This design comes from an exercise in tuning for small area and a short achievable clock period on the open sky130 flow, not from production work.
Function was not checked in any run shown here: the RTL went through the layout flow alone.
Power and IR drop assume default switching activity.

==> flow/design.v, too long to show whole: its modules and the start of the top module <==
// module test_dsp: 900 lines
module test_dsp #(parameter width_in1=26, parameter width_in2=14, parameter width_out=40) (
    input clk_i,
    input signed [width_in1:0] a_i,
    input signed [width_in2:0] b_i,
    input signed [width_out:0] pd_pattern1,
    output signed [width_out:0] c_o,
    output reg ones_o
);
  // ...
==> flow/run.sh <==
#!/bin/bash
# synth_recipe.tcl (not shown) runs the flow's synth.tcl, then flattens the netlist and writes it again
# the make line also repeats each setting of config.mk as NAME=value (left out here)
make -C /OpenROAD-flow-scripts/flow DESIGN_CONFIG=/design/flow/config.mk WORK_HOME=/design/flow/orfs CLKGATE_MAP_FILE= SYNTH_SCRIPT=/design/flow/synth_recipe.tcl finish
==> flow/config.mk <==
export PLATFORM = sky130hd
export DESIGN_NAME = test_dsp
export DESIGN_NICKNAME = test_dsp
export VERILOG_FILES = /design/flow/design.v
export SDC_FILE = /design/flow/constraint.sdc
export NUM_CORES = 4
export LEC_CHECK = 0
export ABC_CLOCK_PERIOD_IN_PS = 3000
export CAP_MARGIN = 20
export CORE_MARGIN = 2
export CORE_UTILIZATION = 40
export SETUP_SLACK_MARGIN = 3.4
export SLEW_MARGIN = 20
==> flow/constraint.sdc <==
create_clock -name core_clock -period 6.5 [get_ports {clk_i}]
set_input_delay 1.3000 -clock core_clock [delete_from_list [all_inputs] [get_ports {clk_i}]]
set_output_delay 1.3000 -clock core_clock [all_outputs]
set_load 0.01 [all_outputs]
==> results.sh, run 1 <==
export IMPL_seq_area_frac=0.179
export IMPL_clkbuf_count=30
export IMPL_timing_hold_ws_ps=383
export IMPL_tightestPinTransition_ps=721
export IMPL_layout_common_cells="nand2_1, nor2_1, a21oi_1"
export IMPL_die_h_um=226
export IMPL_p_clk_frac=0.106
export IMPL_critPathTopFamily="adder cells"
export IMPL_final_cell_area_um2=23900
export IMPL_dieArea_um2=51300
export IMPL_cp_start_kind="flop"
export IMPL_grt_pass1_wl_mm=94.0
export IMPL_critPathMaxFanout=5
export IMPL_syn_inst=2609
export IMPL_dp_slack_ps=1050
export IMPL_synth_edff_count=0
export IMPL_die_w_um=226
export IMPL_cp_arrival_ps=5840
export IMPL_grt_busiest_layer="met2"
export IMPL_powerDensity_nw_per_um2=570
export IMPL_yosys_warnings=1
export IMPL_status="finished clean"
export IMPL_worstHoldStart="eq_r"
export IMPL_synthArstFlopShare=0
export IMPL_worst_r2r_path_depth=21
export IMPL_synth_most_common_cell="nand2_1"
export IMPL_synthMuxAreaShare=0.000506
export IMPL_maxSlewViolCount=0
export IMPL_gp_congestion=0.868
export IMPL_synth_fa_ha_area_frac=0.274
export IMPL_max_freq_mhz=186
export IMPL_post_route_drc_count=0
export IMPL_synth_top_family_by_area="adder cells"
export IMPL_clk_insertion_delay_late_ps=560
export IMPL_numCtsBuffers=24
export IMPL_worstSetupEndpointType="flop"
export IMPL_power_leader="combinational logic"
export IMPL_yosys_area_top_type="dfxtp_1"
export IMPL_cp_buffers_inverters=4
export IMPL_fillers=4724
export IMPL_swShare=0.462
export IMPL_finalPower_w=0.0136
export IMPL_inv_count=178
==> run 2, diff against run 1 <==
==> flow/config.mk (replaced) <==
export PLATFORM = sky130hd
export DESIGN_NAME = test_dsp
export DESIGN_NICKNAME = test_dsp
export VERILOG_FILES = /design/flow/design.v
export SDC_FILE = /design/flow/constraint.sdc
export NUM_CORES = 4
export LEC_CHECK = 0
export CAP_MARGIN = 20
export CORE_MARGIN = 2
export CORE_UTILIZATION = 40
export SLEW_MARGIN = 20
==> run 2 against run 1 <==
  * Still clean on timing, DRC and antenna
  * Combinational power down 13%
  * Synthesized area unchanged
  * Worst setup slack worse by 790 ps
  * Final cell count down 1.7%
  * Global-route usage down 1.7 points
  * Synthesized cell count unchanged
  * Fmax down 13%
  * Die area unchanged
  * Clock power down 4%
  * Sequential power about the same
==> results.sh, run 2 <==
export IMPL_drt_iter0_drc=1502
export IMPL_numCtsBuffers=23
export IMPL_stdcell_count=3204
export IMPL_clk_insertion_delay_late_ps=520
export IMPL_min_delay_path_depth=0
export IMPL_tightestPinTransition_ps=1080
export IMPL_peakVddDrop_mv=0.390
export IMPL_fillers=4882
export IMPL_wl_per_cell_um=17.8
export IMPL_grt_max_degree=120
export IMPL_post_synth_top_area_fraction=0.217
export IMPL_powerDensity_nw_per_um2=561
export IMPL_period_needed_ps=6180
export IMPL_cts_root_buf="clkbuf_16"
export IMPL_clockBufferDepth=3
export IMPL_max_freq_mhz=162
export IMPL_ys_ff_latch=214
export IMPL_ys_top_cells_by_count="nand2_1, nor2_1, a21oi_1"
export IMPL_design_core_area_um2=48800
export IMPL_ant_nets=0
export IMPL_cp_start_kind="flop"
export IMPL_synth_most_common_cell="nand2_1"
export IMPL_hp_class="flop to flop"
export IMPL_maxSlewViolCount=0
export IMPL_finalWirelength_mm=57.0
export IMPL_num_io_pins=126
export IMPL_final_common_cell="nand2_1"
export IMPL_yosys_warnings=1
export IMPL_synth_edff_count=0
export IMPL_status="finished clean"
export IMPL_num_nets_final=2848
export IMPL_syn_num_nets=2935
export IMPL_synthArstFlopShare=0
export IMPL_dpl_instance_area_um2=21100
export IMPL_syn2layout_area_growth_pct=10.4
export IMPL_die_h_um=226
export IMPL_syn_inst=2609
export IMPL_grt_ovfl_total=0
export IMPL_hold_buffers=0
export IMPL_clock_sinks=214
export IMPL_start_util=0.405
export IMPL_critPathMaxFanout=4
export IMPL_dp_cells=3161
export IMPL_die_w_um=226
export IMPL_yosys_area_top_type="dfxtp_1"
export IMPL_grt_pass1_wl_mm=89.3
export IMPL_clk_pin_slew_ps=60
export IMPL_gp_congestion=0.876
export IMPL_h_tree_depth=1
export IMPL_period_share=0.950
export IMPL_rows=81
export IMPL_p_leak_nw=8.78
export IMPL_critPathKind="flop to flop"
export IMPL_worstSetupEndpointType="flop"
export IMPL_first_pass_iters=5
export IMPL_maxCapViolCount=0
export IMPL_final_cell_area_um2=21800
export IMPL_place_hpwl_mm=41.7
export IMPL_avgViaCountPerCell=5.48
export IMPL_dieArea_um2=51300
export IMPL_clock_skew_final_ps=16.9
export IMPL_layout_common_cells="nand2_1, nor2_1, a21oi_1"
export IMPL_synthFlopType="dfxtp_1"
export IMPL_worst_r2r_path_depth=22
export IMPL_io_buffers=125
export IMPL_hold_viol=0
export IMPL_ys_seq_area_frac=0.217
export IMPL_cp_arrival_ps=6600
export IMPL_post_route_drc_count=0
export IMPL_synth_distinct_cells=55
export IMPL_grtUsageTotal=0.220
export IMPL_relSlewSlack=0.276
export IMPL_grt_pass1_vias=15800
export IMPL_syn_area_per_cell_um2=7.58
export IMPL_synth_area_um2=19800
export IMPL_largestRegisters="pat_r: 41 flops, prod_r: 41 flops"
export IMPL_cts_tree="done"
export IMPL_drive_gt1_frac=0.0425
export IMPL_grt_antenna_before_repair=2
export IMPL_synthTopCellsByArea="dfxtp_1, fa_1, nand2_1"
export IMPL_crit_required_ps=6920
export IMPL_setup_violations=0
export IMPL_vias=17500
==> run 2: cell counts after synthesis <==
No cell type changed its count.
==> run 2: layer usage <==
layer	GRT usage	up-vias	routed length [um]
li1	-	8549	-
met1	0.324	8385	26900
met4	0.0454	0	1050
met2	0.350	563	25600
met3	0.0189	52	3470
met5	0	-	0
==> run 2: logic make-up (layout without fill, tap and decap cells) <==
logic type                 count (synthesis)  in the layout  share of synthesized area
muxes                                      1              1                   0.000506
AOI/OAI and AO/OA                        739            739                      0.219
adders and majority gates                337            337                      0.274
DFF                                      214            214                      0.217
and+or+nand+nor                          777            777                      0.164
other                                      0              1                          0
buffers and inverters                    447            377                     0.0849
xor gates and xnor gates                  94             94                     0.0416
==> run 2: path summary, 6_finish.rpt <==
check	from	to	slack [ps]
worst max-delay path	r1_c4_0	prod_r[26]	320
worst min register to register	eq_r	ones_o	360
worst max register to register	r1_c4_0	prod_r[26]	320
worst min-delay path	eq_r	ones_o	360
==> run 2: final cells by class <==
cell class	count	area (um2)	area share
antenna	1	2.50	0.000115
tap	664	831	0.0380
timing repair buffer	158	1410	0.0646
inverter	177	664	0.0304
clock buffer	30	632	0.0289
sequential	214	4280	0.196
clock inverter	12	174	0.00796
multi-input combinational	1948	13800	0.634
==> run 2: what timing repair did <==
item                                    in CTS  in global routing
buffers inserted                             0                  0
endpoints found under the setup margin       0                  3
hold endpoints to repair                     0                  0
resized for setup                            0                  4
==> run 2: worst max-delay path, cell delays in order, from the launching register on <==
cell and delay [ps]:
dfxtp_1 330, fa_1 180, inv_1 50, fa_1 380
fa_1 410, fa_1 400, fa_1 390, inv_1 90
fa_1 170, inv_1 60, fa_1 460, fa_1 470
fa_1 460, fa_1 420, inv_1 110, ha_1 280
and3b_1 180, nand4_1 150, nand2_2 110, a31oi_4 220
o21ai_1 130, or4_1 460, and4_1 150
==> run 2: where the power goes <==
group	leakage (nW)	switching, W	internal, W
Sequential	1.80	0.000233	0.00183
Clock	0.395	0.000539	0.000847
Combinational	6.58	0.00502	0.00379
==> run 2: per-stage QoR <==
| step | TNS [ps] | hold WS (ps) | utilization | power, W | worst slack, ps |
|---|---|---|---|---|---|
| CTS | 0 | 369 | 0.448 | 0.0123 | 205 |
| global placement | 0 | 343 | 0.431 | 0.0108 | 327 |
| detailed placement | 0 | 334 | 0.431 | 0.0108 | 205 |
| global route | -1.71 | 374 | 0.447 | 0.0134 | -1.71 |
| floorplan | 0 | 310 | - | 0.00836 | 652 |
| finish | 0 | 360 | 0.447 | 0.0123 | 325 |

## port drivers added, routing unchanged
The flow's constraints put no driver on any port. The routed layouts listed below were extracted and timed again, unchanged, in two steps.
Step 1 sets driving cells, clkbuf_16 on the clock port and buf_2 on the other inputs (assumed; they add their load-dependent delay and slew).
Step 2, shift: input delay + t, output delay - t, t = (earliest + latest rising clock arrival at the registers) / 2. This alone moves slack from input paths to output paths.
Slacks: ideal ports / drivers / drivers and shift; pairs: ideal ports / drivers.
run | t (ns) | slack for setup (ns) | worst slew at a driven data input, ns
run 1 | 0.591 | 1.113 / 1.113 / 1.113 | 0.13
run 2 | 0.570 | 0.325 / 0.325 / 0.325 | 0.13
After both steps every run listed still meets setup and hold.
